Context: an optimization exercise on an open-source flow, tuned for a short achievable clock period and few clock cycles. The choices shown serve that exercise and are no tape-out recipe. At most, simulation tests tie the RTL to the original design; equivalence was not proved. No functional check of the RTL was part of runs 2 and 3. Power and IR drop assume default switching activity.

<file path="design/flow/config.mk">
export PLATFORM = sky130hd
export DESIGN_NAME = mover
export DESIGN_NICKNAME = mover
export VERILOG_FILES = /design/flow/design.v
export SDC_FILE = /design/flow/constraint.sdc
export NUM_CORES = 4
export LEC_CHECK = 0
export CAP_MARGIN = 20
export CORE_AREA = 6 6 234 234
export DIE_AREA = 0 0 240 240
export SLEW_MARGIN = 20
</file>
<file path="design/flow/design.v">
module mover(
    input MOVE_START,
    input[7:0] MOVE_NUM,
    input[31:0] SOURCE_ADDR,
    input[31:0] DEST_ADDR,
    output MOVE_DONE,
    output reg RD_START,
    output reg [31:0] RD_ADDR,
    input[127:0] RD_DATA,
    input RD_DONE,
    output reg WR_START,
    output reg [31:0] WR_ADDR,
    output reg [127:0] WR_DATA,
    input WR_DONE,
    input ACLK,
    input ARESETN
);
    localparam [2:0] IDLE       = 3'd0;
    localparam [2:0] READ_CMD   = 3'd1;
    localparam [2:0] READ_WAIT  = 3'd2;
    localparam [2:0] WRITE_CMD  = 3'd3;
    localparam [2:0] WRITE_WAIT = 3'd4;
    localparam [2:0] DONE       = 3'd5;
    reg [2:0] current_state, next_state;
    reg [7:0] move_cnt;
    reg [127:0] data_buffer;
    always @(posedge ACLK or negedge ARESETN) begin
        if (!ARESETN) begin
            current_state <= IDLE;
        end else begin
            current_state <= next_state;
        end
    end
    always @(*) begin
        case (current_state)
            IDLE: begin
                if (MOVE_START)
                    next_state = READ_CMD;
                else
                    next_state = IDLE;
            end
            READ_CMD: begin
                next_state = READ_WAIT;
            end
            READ_WAIT: begin
                if (RD_DONE)
                    next_state = WRITE_CMD;
                else
                    next_state = READ_WAIT;
            end
            WRITE_CMD: begin
                next_state = WRITE_WAIT;
            end
            WRITE_WAIT: begin
                if (WR_DONE) begin
                    if (move_cnt == MOVE_NUM - 1)
                        next_state = DONE;
                    else
                        next_state = READ_CMD;
                end else begin
                    next_state = WRITE_WAIT;
                end
            end
            DONE: begin
                next_state = IDLE;
            end
            default: next_state = IDLE;
        endcase
    end
    always @(posedge ACLK or negedge ARESETN) begin
        if (!ARESETN) begin
            RD_START    <= 1'b0;
            RD_ADDR     <= 32'd0;
            WR_START    <= 1'b0;
            WR_ADDR     <= 32'd0;
            WR_DATA     <= 128'd0;
            move_cnt    <= 8'd0;
            data_buffer <= 128'd0;
        end else begin
            RD_START <= 1'b0;
            WR_START <= 1'b0;
            case (current_state)
                IDLE: begin
                    move_cnt <= 8'd0;
                    if (MOVE_START) begin
                        RD_ADDR <= SOURCE_ADDR;
                        WR_ADDR <= DEST_ADDR;
                    end
                end
                READ_CMD: begin
                    RD_START <= 1'b1;
                end
                READ_WAIT: begin
                    if (RD_DONE) begin
                        data_buffer <= RD_DATA;  
                    end
                end
                WRITE_CMD: begin
                    WR_START <= 1'b1;
                    WR_DATA  <= data_buffer;
                end
                WRITE_WAIT: begin
                    if (WR_DONE) begin
                        if (move_cnt < MOVE_NUM - 1) begin
                            move_cnt <= move_cnt + 1'b1;
                            RD_ADDR  <= RD_ADDR + 32'd16;
                            WR_ADDR  <= WR_ADDR + 32'd16;
                        end
                    end
                end
                DONE: begin
                end
            endcase
        end
    end
    assign MOVE_DONE = (current_state == DONE);
endmodule
</file>
<file path="design/flow/run.sh">
#!/bin/bash
# synth_recipe.tcl (not shown) runs the flow's synth.tcl, then flattens the netlist and writes it again
# the make line also repeats each setting of config.mk as NAME=value (left out here)
make -C /OpenROAD-flow-scripts/flow DESIGN_CONFIG=/design/flow/config.mk WORK_HOME=/design/flow/orfs CLKGATE_MAP_FILE= SYNTH_SCRIPT=/design/flow/synth_recipe.tcl finish
</file>
<file path="design/flow/constraint.sdc">
create_clock -name core_clock -period 5.0 [get_ports {ACLK}]
set_input_delay 1.0000 -clock core_clock [delete_from_list [all_inputs] [get_ports {ACLK}]]
set_output_delay 1.0000 -clock core_clock [all_outputs]
set_load 0.01 [all_outputs]
</file>
==> impl_results.md, run 1 <==
* Gr ovfl total at 0
* Synth area leader: dfrtp_1
* Remaining antenna violation count at 0
* Synth Area in XOR/XNOR at 0.00491
* Number of synthesized flops with an enable pin at 0
* Status: no timing/DRC/antenna violations
* Pwr Total at 13.4 mW
* I/O pin total at 400
* Die Ht at 240 um
* Leakage at 8.80 nW
* Rows at 83
* RePlAce Congestion at 0.822
* Buffer count from post-CTS setup fixing at 0
* H-tree levels at 2
* Router iterations before antenna repair at 8
* Most frequent cells in the layout: 443 x nand2_1, 398 x clkdlybuf4s50_1, 333 x dfrtp_1
* Initial core utilization at 0.278
* DRC at 0
* Worst-path cell chain: clkdlybuf4s50_1 > inv_1 > ha_1 > nand3_1 > xor2_1 > ha_1 > o21ai_1 > o21ai_1 > a2111oi_4 > or2_1 > buf_4 > nand2_2 > o41ai_1
* Mapped Cells at 1384
* Peak VDD IR at 368 uV
* Most common flop cell mapped by yosys: dfrtp_1
* Hpwl dp at 32400 um
* Synth Area in Compound Gates at 0.0982
* Setup TNS at 0 ns
* Largest net degree at the start of global routing at 119
* Synthesis-stage register bit count at 333
* Most common library cell in the layout ignoring fill and taps: nand2_1
* DP Area at 19000 um2
* Syn Nets at 1601
* Vias per cell at 4.77
* Startpoint Class: input port
* Simple-Gate Fraction of Synth Area at 0.167
* Final instance area at 20500 um2
* Layout cells sized above 1 at 0.136
* Sink Count at 333
* Clock skew at 0.0203 ns
* Final nets at 1983
* Max Cap Violations at 0
* CP Capture Type: flop
* Clock Pin Slew Worst Setup and Hold Paths at 0.06 ns
* Die Wd at 240 um
* Final Util at 0.400
* Post-synth top area share at 0.584
* First-pass GRT wire length at 71100 um
* Sequential area share after synthesis at 0.584
* Max Slew Vio Count at 0
* Slew margin rel. at 0.387
* Largest family of logic cells by synthesized area: simple AND/OR/NAND/NOR gates
* CTS tree: yes
* Final period utilization at 0.766
* Crit Path Max Fanout at 24
* GR Util All Layers at 0.154
* Met1 wire length at 18400 um
* Post-synth ARST share at 1.00
* Core Area at 51300 um2
* WL final at 46300 um
* Routed wire per std cell at 18.7 um
* DRT iter0 DRCs at 724
* Post-CTS Hold Buffers at 0
* Antenna violations before repair at 8
* CP Data Arrival Time at 4.26 ns
* Clock buffer count from CTS at 41
* Metal3 WL at 4910 um
* WL met2 at 22000 um
* Port bufs at 399
* Vias after detailed routing at 11800
* Syn Std Cell Area at 14300 um2
* WP data required at 5.43 ns
* Number of global-route vias before repair at 12200
* Post-CTS sizing at 0
* Top routing layer used: met5
* Area grow syn2layout at 43.5%
* Post-Place Worst Slack at 0.679 ns
* RSZ-0062 raised after global routing: false
* CTS Root Cell: clkbuf_16
* Final Hold Violating Endpoints at 0
* Final worst path period need at 3.83 ns
* Count of cell types in the netlist at 54
* Finished Layout Cells at 2480
* Worst slew pin tran at 0.920 ns
* Fin worst setup slack at 1.17 ns
* Clock Tree Buf Depth at 3
* Endpoints failing setup at 0
* Worst skew pair latency at 0.56 ns
* Largest stage delay on the critical path at 0.49 ns
* HP Class: reg -> reg
* PwrDens at 652 nW/um2
* Adder-Cell Fraction of Synth Area at 0.0105
* Hold WS at 0.457 ns
* Dpl cells at 2403
* Max stage delay cell, worst path: clkdlybuf4s50_1
* Synth top area cells: dfrtp_1 58%, nand2_1 12%, mux2_2 11%
* Multiplexer share of the synthesized area at 0.107
* Ys Warns at 1
* F_max at 261 MHz
* Worst Setup Path Type: in -> reg
* Mapped Avg Cell Area at 10.3 um2
* Total Die Area at 57600 um2
[synthesized netlist by cell type, types with 2 or more instances]
master / instances
a2bb2oi_1: 3
o32ai_1: 3
xor2_1: 3
a31oi_1: 35
buf_4: 4
or2_2: 3
nand2b_1: 4
o21ai_0: 54
a31o_2: 4
a21oi_1: 76
mux2_2: 136
a211oi_1: 4
and2_1: 4
nor3_1: 6
and3_1: 4
clkbuf_1: 37
and4_1: 9
ha_1: 12
nor4_1: 4
or2_1: 2
or3_1: 6
o211ai_1: 3
buf_2: 32
dfrtp_1: 333
o21ai_2: 2
o22ai_1: 21
nor3b_1: 2
o21ai_1: 2
xnor2_1: 5
nor2_1: 27
o21a_1: 4
nand4_1: 14
a21o_1: 2
o31ai_1: 8
o41ai_1: 2
nand2_1: 443
nor2_2: 3
inv_1: 15
buf_1: 4
o31a_1: 3
nand3_1: 33
[routing by layer]
layer / vias up / GRT usage
met5: - / 0
met4: 10 / 0.0394
met3: 70 / 0.0650
met2: 454 / 0.255
met1: 5786 / 0.186
li1: 5518 / -
[cell families after synthesis]
kind of cell / after synthesis
AO/OA/AOI/OAI: 232
AND/OR/NAND/NOR: 570
XOR/XNOR: 8
adder cells (fa/ha/maj): 12
buffers and inverters: 93
flip-flops: 333
multiplexers: 136
[report_power, final]
| part | total (mW) | switching [mW] | internal, mW | leakage, nW |
|---|---|---|---|---|
| Sequential | 4.96 | 0.954 | 4.00 | 4.03 |
| Combinational | 5.22 | 2.56 | 2.66 | 4.04 |
| Clock | 3.18 | 1.19 | 1.99 | 0.724 |
[worst max-delay path, delay by kind of cell]
kind	cells	cell delay [ns]
AOI/OAI and AO/OA	4	1.14
and+or+nand+nor	3	0.57
adders and majority gates	2	0.51
buffers and inverters	3	0.86
xor gates and xnor gates	1	0.18
[registers in the layout, indices dropped and copies added (netlist names)]
register / cells
WR_DATA: 128
current_state: 3
WR_START: 1
RD_ADDR: 32
WR_ADDR: 32
data_buffer: 128
RD_START: 1
move_cnt: 8
[final cells by class]
type                       count  area, um2
fill                        4983      30800
sequential                   333       8330
multi-input combinational    958       5570
timing repair buffer         417       4210
clock buffer                  61       1240
tap                          680        851
clock inverter                14        231
inverter                      15       58.8
antenna                        2       5.00
[worst paths after layout]
| path | start | to | slack, ns | cells past startpoint |
|---|---|---|---|---|
| setup / recovery | MOVE_NUM[0] | WR_ADDR[23] | 1.17 | 13 |
| hold / removal | data_buffer[83] | WR_DATA[83] | 0.46 | 2 |
| setup reg to reg | move_cnt[5] | WR_ADDR[23] | 2.14 | 8 |
| hold reg to reg | data_buffer[83] | WR_DATA[83] | 0.46 | 2 |
| max in group asynchronous | ARESETN | RD_ADDR[27] | 3.34 | 2 |
| min in group asynchronous | ARESETN | data_buffer[0] | 0.53 | 1 |
Testbench counts, summed over its fixed seeds: cycles 200,146.
==> run 2: changes to the inputs <==
==> design/flow/design.v (replaced) <==
module mover(
    input MOVE_START,
    input[7:0] MOVE_NUM,
    input[31:0] SOURCE_ADDR,
    input[31:0] DEST_ADDR,
    output MOVE_DONE,
    output reg RD_START,
    output reg [31:0] RD_ADDR,
    input[127:0] RD_DATA,
    input RD_DONE,
    output reg WR_START,
    output reg [31:0] WR_ADDR,
    output reg [127:0] WR_DATA,
    input WR_DONE,
    input ACLK,
    input ARESETN
);
    localparam integer CAP = 4;
    localparam integer N   = CAP + 1;
    reg [127:0] mem [0:N-1];
    reg [N-1:0] wsel;           
    reg [N-1:0] rsel;           
    reg         nonempty;       
    reg [7:0]   occ;            
    reg [7:0]   rd_left;        
    reg         rd_wait;        
    reg         wr_wait;        
    reg [7:0]   wr_left;        
    reg         wr_last;        
    reg         done_r;
    assign MOVE_DONE = done_r;
    reg [127:0] head;
    integer i;
    always @(*) begin
        head = 128'd0;
        for (i = 0; i < N; i = i + 1)
            head = head | (mem[i] & {128{rsel[i]}});
    end
    wire rd_free  = ~RD_START & (~rd_wait | RD_DONE);
    wire wr_free  = ~WR_START & (~wr_wait | WR_DONE);
    wire [7:0] rd_left_now = rd_left - {7'd0, RD_START};
    wire [7:0] occ_now     = occ + {7'd0, RD_START} - {7'd0, WR_START};
    wire rd_go = MOVE_START | (rd_free & (rd_left_now != 8'd0) & (occ_now < CAP));
    wire wr_go = wr_free & (nonempty | RD_DONE);
    always @(posedge ACLK) begin
        for (i = 0; i < N; i = i + 1)
            if (wsel[i]) mem[i] <= RD_DATA;
        WR_DATA <= nonempty ? head : RD_DATA;
    end
    always @(posedge ACLK or negedge ARESETN) begin
        if (!ARESETN) begin
            RD_START <= 1'b0;
            WR_START <= 1'b0;
            done_r   <= 1'b0;
            wsel     <= {{(N-1){1'b0}}, 1'b1};
            rsel     <= {{(N-1){1'b0}}, 1'b1};
            nonempty <= 1'b0;
            occ      <= 8'd0;
            rd_left  <= 8'd0;
            rd_wait  <= 1'b0;
            wr_wait  <= 1'b0;
            wr_left  <= 8'd0;
            wr_last  <= 1'b0;
        end else begin
            RD_START <= rd_go;
            WR_START <= wr_go;
            done_r   <= WR_DONE & wr_last;
            rd_wait  <= RD_START | (rd_wait & ~RD_DONE);
            wr_wait  <= WR_START | (wr_wait & ~WR_DONE);
            occ      <= occ_now;
            rd_left  <= MOVE_START ? MOVE_NUM : rd_left_now;
            if (MOVE_START) begin
                wr_left <= MOVE_NUM;
                wr_last <= (MOVE_NUM == 8'd1);
            end else if (WR_DONE) begin
                wr_left <= wr_left - 8'd1;
                wr_last <= (wr_left == 8'd2);
            end
            if (RD_DONE) wsel <= {wsel[N-2:0], wsel[N-1]};
            if (wr_go)   rsel <= {rsel[N-2:0], rsel[N-1]};
            if (RD_DONE & ~wr_go)
                nonempty <= 1'b1;
            else if (wr_go & ~RD_DONE)
                nonempty <= (wsel != {rsel[N-2:0], rsel[N-1]});
        end
    end
    always @(posedge ACLK) begin
        if (MOVE_START) begin
            RD_ADDR <= SOURCE_ADDR;
            WR_ADDR <= DEST_ADDR;
        end else begin
            if (RD_START) RD_ADDR[31:4] <= RD_ADDR[31:4] + 28'd1;
            if (WR_START) WR_ADDR[31:4] <= WR_ADDR[31:4] + 28'd1;
        end
    end
endmodule
--- a/design/flow/config.mk
+++ b/design/flow/config.mk
@@ -8,4 +8,5 @@
 export CAP_MARGIN = 20
 export CORE_AREA = 6 6 234 234
 export DIE_AREA = 0 0 240 240
+export SETUP_SLACK_MARGIN = 3.2
 export SLEW_MARGIN = 20
==> impl_results.md, run 2 <==
* Status: no timing/DRC/antenna violations
* Worst Setup SP: occ[0]
* Count of cell types in the netlist at 62 (+15%)
* Initial core utilization at 0.614 (+0.336)
* RSZ-0062 raised after global routing: true
* R2r setup slk at 2.34 ns (+0.20 ns)
* Port bufs at 399 (unchanged)
* Vias per cell at 6.27 (+31%)
* Final worst path period need at 2.66 ns (-1.17 ns)
* DRT iter0 DRCs at 2275 (+210%)
* Ys Warns at 2 (+1)
* F_max at 376 MHz (+44%)
* CTS tree: yes
* HP Class: reg -> reg
* Max Cap Violations at 0 (unchanged)
* Synthesis-stage register bit count at 873 (+160%)
* GR Util All Layers at 0.280 (+0.126)
* Hold Path End: done_r
* Most frequent cells in the layout: 704 x edfxtp_1, 200 x clkdlybuf4s50_1, 160 x buf_6
* Crit Path Max Fanout at 2 (-92%)
* Clock skew at 0.0239 ns (+0.00357 ns)
* Router iterations before antenna repair at 9 (+1)
* Hold_sp: wr_last
* Synth area leader: edfxtp_1
* Max reg flops at 640
* Final nets at 2696 (+36%)
* Remaining antenna violation count at 0 (unchanged)
* Most common cell in the netlist: edfxtp_1
* Largest net degree at the start of global routing at 103 (-13%)
* Most common flop cell mapped by yosys: edfxtp_1
* Worst Setup Path Type: reg -> reg
* Synth top area cells: edfxtp_1 67%, dfxtp_1 8.1%, a222oi_1 4.1%
* Antenna violations before repair at 15 (+7)
* Top Registers: mem (640), WR_DATA (128)
* Final instance area at 41200 um2 (+100%)
* Hpwl dp at 42100 um (+30%)
* Finished Layout Cells at 3232 (+30%)
* Endpoints failing setup at 0 (unchanged)
* Sink Count at 873 (+160%)
* R2R depth at 11 (+3)
* CTS Root Cell: clkbuf_16
* Mapped Avg Cell Area at 16.1 um2 (+56%)
* RePlAce Congestion at 0.829 (+0.83%)
* Leakage at 14.4 nW (+63%)
* Layout cells sized above 1 at 0.281 (+0.145)
* WP data required at 5.51 ns (+0.08 ns)
* Die Ht at 240 um (unchanged)
* Number of global-route vias before repair at 20200 (+65%)
* Die Wd at 240 um (unchanged)
* Post-synth ARST share at 0.0470 (-0.953)
* Mapped Cells at 1957 (+41%)
* Startpoint Class: flop
* Core Area at 51300 um2 (unchanged)
* Rows at 83 (unchanged)
* FF-to-FF Start: occ[0]
* Final period utilization at 0.531 (-0.235)
* Total Die Area at 57600 um2 (unchanged)
* WL final at 85700 um (+85%)
* Setup TNS at 0 ns (unchanged)
* Clock buffer count from CTS at 85 (+110%)
* Clock Tree Buf Depth at 3 (unchanged)
* Synth top cells by count: 704 x edfxtp_1, 156 x nor2_1, 129 x a222oi_1
* Gr ovfl total at 0 (unchanged)
* Area grow syn2layout at 30.6%
* Filler instances at 2768 (-44%)
* DP Area at 36300 um2 (+91%)
* Sequential area share after synthesis at 0.785 (+0.201)
* Max Slew Vio Count at 0 (unchanged)
* Peak VDD IR at 445 uV (+21%)
* Post-synth top area share at 0.671 (+0.0874)
* Final Hold Violating Endpoints at 0 (unchanged)
* Hold path depth at 1 (-1)
* Syn Nets at 2178 (+36%)
* Routed wire per std cell at 26.5 um (+42%)
* DRC at 0 (unchanged)
* Slew margin rel. at 0.368 (-0.0185)
* Syn Std Cell Area at 31500 um2 (+120%)
* Clock Pin Slew Worst Setup and Hold Paths at 0.06 ns (about the same)
* Largest Register: mem
* First-pass GRT wire length at 123000 um (+73%)
* CP Data Arrival Time at 3.17 ns (-1.09 ns)
* H-tree levels at 3 (+1)
* Dpl cells at 2925 (+22%)
* I/O pin total at 400 (unchanged)
* Most common library cell in the layout ignoring fill and taps: edfxtp_1
* Worst slew pin tran at 0.947 ns (+0.0277 ns)
* Vias after detailed routing at 20300 (+71%)
* CP Capture Type: flop
* Worst reg2reg path endpoint: RD_START
* PwrDens at 602 nW/um2 (-7.7%)
* Worst skew pair latency at 0.64 ns (+0.08 ns)
* Number of synthesized flops with an enable pin at 704 (+704)
[run 2: kinds of logic (layout without fill, tap and decap cells)]
kind of cell | count (synthesis) | after routing | synth area share
mux | 13 | 13 | 0.00457
flops | 873 | 873 | 0.785
other cells | 0 | 6 | 0
compound gates | 481 | 482 | 0.114
fa+ha+maj | 16 | 16 | 0.00659
simple gates | 340 | 341 | 0.0496
buf+inv | 162 | 749 | 0.0204
xor+xnor | 72 | 72 | 0.0200
[run 2: worst max-delay path by stage]
| stage | to | slack, ns |
|---|---|---|
| finish | RD_START | 2.34 |
| global route | RD_START | 2.31 |
| CTS | RD_START | 2.46 |
| detailed placement | nonempty | 1.75 |
| global placement | nonempty | 1.74 |
| floorplan | RD_START | 2.46 |
[run 2: critical path, stage by stage, from the launching register on]
cell and delay (ns):
dfrtp_1 0.39, inv_2 0.08, ha_4 0.21, inv_4 0.05, ha_4 0.13, inv_2 0.04
fa_2 0.37, xnor2_2 0.16, or3b_4 0.41, nor4b_4 0.27, o2111ai_2 0.13, o41ai_2 0.32
[run 2: final cells by class]
| type | count | area (um2) | share of cell area |
|---|---|---|---|
| Antenna cell | 6 | 15.0 | 0.000365 |
| Clock inverter | 37 | 415 | 0.0101 |
| Sequential cell | 873 | 24900 | 0.606 |
| Timing Repair Buffer | 555 | 5550 | 0.135 |
| Inverter | 36 | 138 | 0.00334 |
| Clock buffer | 121 | 2420 | 0.0589 |
| Tap cell | 680 | 851 | 0.0207 |
| Multi-Input combinational cell | 924 | 6840 | 0.166 |
[run 2: where the power goes]
group	total [mW]	leakage [nW]	internal, mW	switching [mW]
clock network	6.40	1.39	3.72	2.68
logic	7.25	4.89	3.21	4.04
registers	11.1	8.09	10.1	1.02
total	24.8	14.4	17.0	7.74
[run 2: through the flow]
stage / total power [mW] / hold WS [ns] / setup slack, ns / util
6_report: 24.8 / 0.492 / 2.34 / 0.802
5_1_grt: 25.8 / 0.535 / 2.31 / 0.802
4_1_cts: 24.2 / 0.495 / 2.46 / 0.783
3_5_place_dp: 17.1 / 0.479 / 1.75 / 0.707
3_3_place_gp: 16.9 / 0.474 / 1.74 / 0.707
2_1_floorplan: 14.0 / 0.448 / 2.46 / -
[run 2: layer usage]
layer	routed length [um]	vias up	track usage
met2	43300	1028	0.470
met5	122	-	0
met4	1990	18	0.0742
met1	31900	10200	0.372
met3	8370	147	0.0683
li1	-	8902	-
[run 2: timing repair]
action	CTS	global route
setup endpoints to repair	854	331
hold buffers	0	0
gates cloned	1	3
gates resized for setup	1081	146
setup buffers	96	43
pin swaps	18	47
==> run 3: changes to the inputs <==
==> design/flow/design.v (replaced) <==
module mover(
    input MOVE_START,
    input[7:0] MOVE_NUM,
    input[31:0] SOURCE_ADDR,
    input[31:0] DEST_ADDR,
    output MOVE_DONE,
    output reg RD_START,
    output reg [31:0] RD_ADDR,
    input[127:0] RD_DATA,
    input RD_DONE,
    output reg WR_START,
    output reg [31:0] WR_ADDR,
    output reg [127:0] WR_DATA,
    input WR_DONE,
    input ACLK,
    input ARESETN
);
    localparam integer CAP = 4;
    localparam integer N   = CAP;
    reg [127:0] mem [0:N-1];
    reg [N-1:0] wsel;           
    reg [N-1:0] rsel;           
    reg [2:0]   cnt;            
    reg         nonempty;       
    reg [2:0]   occ;            
    reg [7:0]   rd_left;        
    reg         rd_left_nz;     
    reg         rd_ok;          
    reg         rd_busy;        
    reg         wr_busy;        
    reg [7:0]   wr_left;        
    reg         wr_last;        
    reg         wr_first;       
    reg         done_r;
    reg [31:4]  rd_addr_q;      
    reg [31:4]  wr_addr_q;      
    assign MOVE_DONE = done_r;
    reg [127:0] head;
    integer i;
    always @(*) begin
        head = 128'd0;
        for (i = 0; i < N; i = i + 1)
            head = head | (mem[i] & {128{rsel[i]}});
    end
    wire rd_go = MOVE_START | (rd_ok & (~rd_busy | RD_DONE));
    wire wr_go = (~wr_busy | WR_DONE) & (nonempty | RD_DONE);
    wire [2:0] occ_nx = occ + {2'd0, rd_go} - {2'd0, wr_go};
    wire [2:0] cnt_nx = cnt + {2'd0, RD_DONE} - {2'd0, wr_go};
    wire [7:0] rd_left_nx = MOVE_START ? MOVE_NUM - 8'd1 : rd_left - {7'd0, rd_go};
    always @(posedge ACLK) begin
        for (i = 0; i < N; i = i + 1)
            if (wsel[i] & RD_DONE) mem[i] <= RD_DATA;
        WR_DATA <= nonempty ? head : RD_DATA;
    end
    always @(posedge ACLK or negedge ARESETN) begin
        if (!ARESETN) begin
            RD_START   <= 1'b0;
            WR_START   <= 1'b0;
            done_r     <= 1'b0;
            wsel       <= {{(N-1){1'b0}}, 1'b1};
            rsel       <= {{(N-1){1'b0}}, 1'b1};
            cnt        <= 3'd0;
            nonempty   <= 1'b0;
            occ        <= 3'd0;
            rd_left    <= 8'd0;
            rd_left_nz <= 1'b0;
            rd_ok      <= 1'b0;
            rd_busy    <= 1'b0;
            wr_busy    <= 1'b0;
            wr_left    <= 8'd0;
            wr_last    <= 1'b0;
            wr_first   <= 1'b0;
            rd_addr_q  <= 28'd0;
            wr_addr_q  <= 28'd0;
        end else begin
            RD_START   <= rd_go;
            WR_START   <= wr_go;
            done_r     <= WR_DONE & wr_last;
            rd_busy    <= rd_go | (rd_busy & ~RD_DONE);
            wr_busy    <= wr_go | (wr_busy & ~WR_DONE);
            occ        <= occ_nx;
            cnt        <= cnt_nx;
            nonempty   <= (cnt_nx != 3'd0);
            rd_left    <= rd_left_nx;
            rd_left_nz <= (rd_left_nx != 8'd0);
            rd_ok      <= rd_left_nz & ((occ < CAP) | wr_go);
            if (MOVE_START) begin
                wr_left <= MOVE_NUM;
                wr_last <= (MOVE_NUM == 8'd1);
            end else if (WR_DONE) begin
                wr_left <= wr_left - 8'd1;
                wr_last <= (wr_left == 8'd2);
            end
            if (RD_DONE) wsel <= {wsel[N-2:0], wsel[N-1]};
            if (wr_go)   rsel <= {rsel[N-2:0], rsel[N-1]};
            if (MOVE_START)
                rd_addr_q <= SOURCE_ADDR[31:4];
            else if (rd_go)
                rd_addr_q <= rd_addr_q + 28'd1;
            if (MOVE_START)
                wr_first <= 1'b1;
            else if (wr_go)
                wr_first <= 1'b0;
            if (MOVE_START)
                wr_addr_q <= DEST_ADDR[31:4];
            else if (wr_go & ~wr_first)
                wr_addr_q <= wr_addr_q + 28'd1;
        end
    end
    always @(posedge ACLK) begin
        if (MOVE_START) begin
            RD_ADDR <= SOURCE_ADDR;
            WR_ADDR <= DEST_ADDR;
        end else begin
            if (rd_go) RD_ADDR[31:4] <= rd_addr_q + 28'd1;
            if (wr_go & ~wr_first) WR_ADDR[31:4] <= wr_addr_q + 28'd1;
        end
    end
endmodule
--- a/design/flow/config.mk
+++ b/design/flow/config.mk
@@ -8,5 +8,5 @@
 export CAP_MARGIN = 20
 export CORE_AREA = 6 6 234 234
 export DIE_AREA = 0 0 240 240
-export SETUP_SLACK_MARGIN = 3.2
+export SETUP_SLACK_MARGIN = 3.3
 export SLEW_MARGIN = 20
==> impl_results.md, run 3 <==
* Area grow syn2layout at 35.3%
* DRC at 0 (unchanged)
* I/O pin total at 400 (unchanged)
* Max stage delay cell, worst path: fa_2
* Synth area leader: edfxtp_1
* Ys Warns at 2 (unchanged)
* Core Area at 51300 um2 (unchanged)
* Count of cell types in the netlist at 56 (-9.7%)
* Final Hold Violating Endpoints at 0 (unchanged)
* Total Die Area at 57600 um2 (unchanged)
* Vias per cell at 6.07 (-3.2%)
* Top Registers: mem (512), WR_DATA (128)
* First-pass GRT wire length at 114000 um (-7.6%)
* GR Util All Layers at 0.257 (-0.0235)
* Worst path bufs/invs at 7 (+4)
* Clock skew at 0.0249 ns (+0.000999 ns)
* Switch share at 0.249 (-0.0635)
* Sequential power share at 0.492 (+0.043)
* Max reg flops at 512 (-20%)
* Most common library cell in the layout ignoring fill and taps: edfxtp_1
* F_max at 393 MHz (+4.4%)
* Sequential area share after synthesis at 0.748 (-0.0370)
* CTS Root Cell: clkbuf_16
* Number of global-route vias before repair at 19100 (-5.3%)
* Max Cap Violations at 0 (unchanged)
* Worst slew pin tran at 0.593 ns (-0.355 ns)
* Port bufs at 399 (unchanged)
* Worst skew pair latency at 0.63 ns (about the same)
* Syn Std Cell Area at 29800 um2 (-5.5%)
* Critical path's most frequent cell: inv_2
* Mapped Avg Cell Area at 15.2 um2 (-5.3%)
* Syn Nets at 2173 (-0.23%)
* Most common cell in the netlist: edfxtp_1
* Hpwl dp at 43200 um (+2.6%)
* Final nets at 2731 (+1.3%)
* Pwr Total at 16.3 mW (-34%)
* CTS tree: yes
* Clock share of power at 0.354 (+0.096)
* Post-synth ARST share at 0.120 (+0.0730)
* Clock Tree Buf Depth at 3 (unchanged)
* Finished Layout Cells at 3263 (+0.96%)
* CP Data Arrival Time at 3.04 ns (-0.13 ns)
* Logic gate share of total power at 0.154 (-0.139)
* Synth top cells by count: 576 x edfxtp_1, 256 x a22oi_1, 151 x nor2_1
* Post-CTS Hold Buffers at 0 (unchanged)
* PwrDens at 406 nW/um2 (-33%)
* DRT iter0 DRCs at 1982 (-13%)
* Startpoint Class: input port
* Vias after detailed routing at 19800 (-2.3%)
* Layout cells sized above 1 at 0.334 (+0.0529)
* Most common flop cell mapped by yosys: edfxtp_1
* Largest Register: mem
* Peak VDD IR at 345 uV (-22%)
* Remaining antenna violation count at 0 (unchanged)
* Worst-path cell chain: buf_6 > buf_6 > buf_4 > buf_12 > o21ai_4 > inv_2 > ha_4 > inv_2 > ha_4 > inv_2 > fa_2 > xnor2_2 > xnor2_2 > or3_1
* Final period utilization at 0.509 (-0.0225)
* Mapped Cells at 1953 (-0.20%)
* Routed wire per std cell at 25.9 um (-2.5%)
* Synth top area cells: edfxtp_1 58%, dfxtp_1 8.6%, dfrtp_1 7.9%
* Rows at 83 (unchanged)
* Crit Path Max Fanout at 3 (+1)
* WP data required at 5.49 ns (-0.02 ns)
* CP top delay family: adder cells
* Slew margin rel. at 0.605 (+0.237)
* Router iterations before antenna repair at 7 (-2)
* H-tree levels at 3 (unchanged)
* Max Slew Vio Count at 0 (unchanged)
* HP Class: in -> async
* Die Wd at 240 um (unchanged)
* Die Ht at 240 um (unchanged)
* Post-synth top area share at 0.581 (-0.0899)
* Most frequent cells in the layout: 576 x edfxtp_1, 256 x a22oi_1, 197 x clkdlybuf4s50_1
* Antenna violations before repair at 15 (unchanged)
* Worst Setup Path Type: in -> reg
* Endpoints failing setup at 0 (unchanged)
* Dpl cells at 2936 (+0.38%)
* Number of synthesized flops with an enable pin at 576 (-18%)
* Leakage at 14.3 nW (-0.59%)
* Clock buffer count from CTS at 80 (-5.9%)
* CP Capture Type: flop
* RePlAce Congestion at 0.810 (-2.3%)
* Largest net degree at the start of global routing at 94 (-8.7%)
* Final worst path period need at 2.55 ns (-0.112 ns)
* Synthesis-stage register bit count at 800 (-8.4%)
* WL final at 84400 um (-1.6%)
* Setup TNS at 0 ns (unchanged)
* Initial core utilization at 0.580 (-0.0339)
* Switching pwr at 4.07 mW (-47%)
* Clock Pin Slew Worst Setup and Hold Paths at 0.06 ns (about the same)
* Gr ovfl total at 0 (unchanged)
* Status: no timing/DRC/antenna violations
* RSZ-0062 raised after global routing: true
* Sink Count at 800 (-8.4%)
* Largest stage delay on the critical path at 0.34 ns (-0.07 ns)
* P_int at 12.3 mW (-28%)
-- run 3: cell count changes after synthesis, sizes merged, moves of 19 or more --
cell and delta:
dfrtp +55, xnor2 +28, edfxtp -128, a22oi +128, a222oi -129, nand3 +19
nand4 +24, o21ai -32, nand2 -33, mux2 +76
-- run 3: cells by family after synthesis --
group | count (synthesis) | synth area share
AOI/OAI and AO/OA | 441 | 0.103
DFF | 800 | 0.748
adders and majority gates | 15 | 0.00681
xor gates and xnor gates | 104 | 0.0306
muxes | 93 | 0.0349
buffers and inverters | 145 | 0.0196
and+or+nand+nor | 355 | 0.0573
-- run 3: layout make-up --
class | instances | area [um2]
clock buffers | 116 | 2300
repair buffers | 582 | 6090
diodes | 9 | 22.5
repair inverters | 1 | 8.76
well taps | 680 | 851
multi-input cells | 1022 | 8220
inverters | 24 | 103
fillers | 2873 | 11000
flip-flops and latches | 800 | 22500
clock inverters | 29 | 238
-- run 3: timing repair --
action,in CTS,in global routing
cloned,7,34
setup endpoints to repair,1021,855
pin swaps,54,60
hold endpoints to repair,0,0
buffers inserted,62,70
resized for setup,1123,182
-- run 3: power groups by stage --
stage / sequential, mW / clock [mW] / combinational, mW
floorplan: 8.11 / 0 / 0.887
finish: 8.04 / 5.79 / 2.51
global placement: 8.10 / 0 / 2.04
global route: 8.08 / 6.17 / 2.67
CTS: 8.03 / 5.84 / 2.24
detailed placement: 8.10 / 0 / 2.09
-- run 3: worst paths after layout --
path | startpoint | end | slack (ns) | depth (start not counted)
worst max-delay path | RD_DONE | nonempty | 2.45 | 14
worst min-delay path | ARESETN | rd_addr_q[6] | 0.35 | 1
worst max register to register | rd_busy | rd_left_nz | 2.66 | 10
worst min register to register | occ[0] | occ[0] | 0.49 | 1
max in group asynchronous | ARESETN | rsel[1] | 3.63 | 2
min in group core_clock | occ[0] | occ[0] | 0.49 | 1
-- run 3: per-stage QoR --
step	hold WS, ns	util	area (um2)	setup slack, ns
global route	0.367	0.785	40300	2.42
CTS	0.457	0.748	38400	2.50
floorplan	0.427	-	30400	1.96
finish	0.347	0.785	40300	2.45
global placement	0.444	0.679	34800	0.969
detailed placement	0.449	0.679	34800	0.894
-- run 3: metal layers --
metal / global-route usage / wire length, um / share of wire
met1: 0.338 / 32300 / 0.38
met2: 0.424 / 42200 / 0.50
met3: 0.0601 / 6880 / 0.082
met4: 0.0900 / 2880 / 0.034
met5: 0 / 82 / 0.00097

[separate check: timing with driven ports]
The results above use ideal ports. As a check the final layouts listed here were re-extracted and re-timed, cells and wires unchanged. Step 1, drivers: a clkbuf_16 drives ACLK and a buf_2 each remaining input, both assumed. Step 2, shift: input delay + t, output delay - t, t = (earliest + latest rising clock arrival at the registers) / 2. This alone moves slack from input paths to output paths. Slacks: ideal ports / drivers / drivers and shift; pairs: ideal ports / drivers.
| run | t, ns | setup slack, ns | clock arrival spread, ns | worst slew at a driven data input, ns |
|---|---|---|---|---|
| run 1 | 0.599 | 1.169 / 1.191 / 0.592 | 0.021 / 0.021 | 0.09 |
| run 2 | 0.692 | 2.343 / 2.343 / 2.173 | 0.030 / 0.029 | 0.14 |
| run 3 | 0.681 | 2.455 / 2.449 / 1.768 | 0.025 / 0.025 | 0.14 |
After both steps every run listed still meets setup and hold. The setup slack of run 3, which loses most, moves by -0.006 ns with the drivers and by -0.687 ns with both steps.
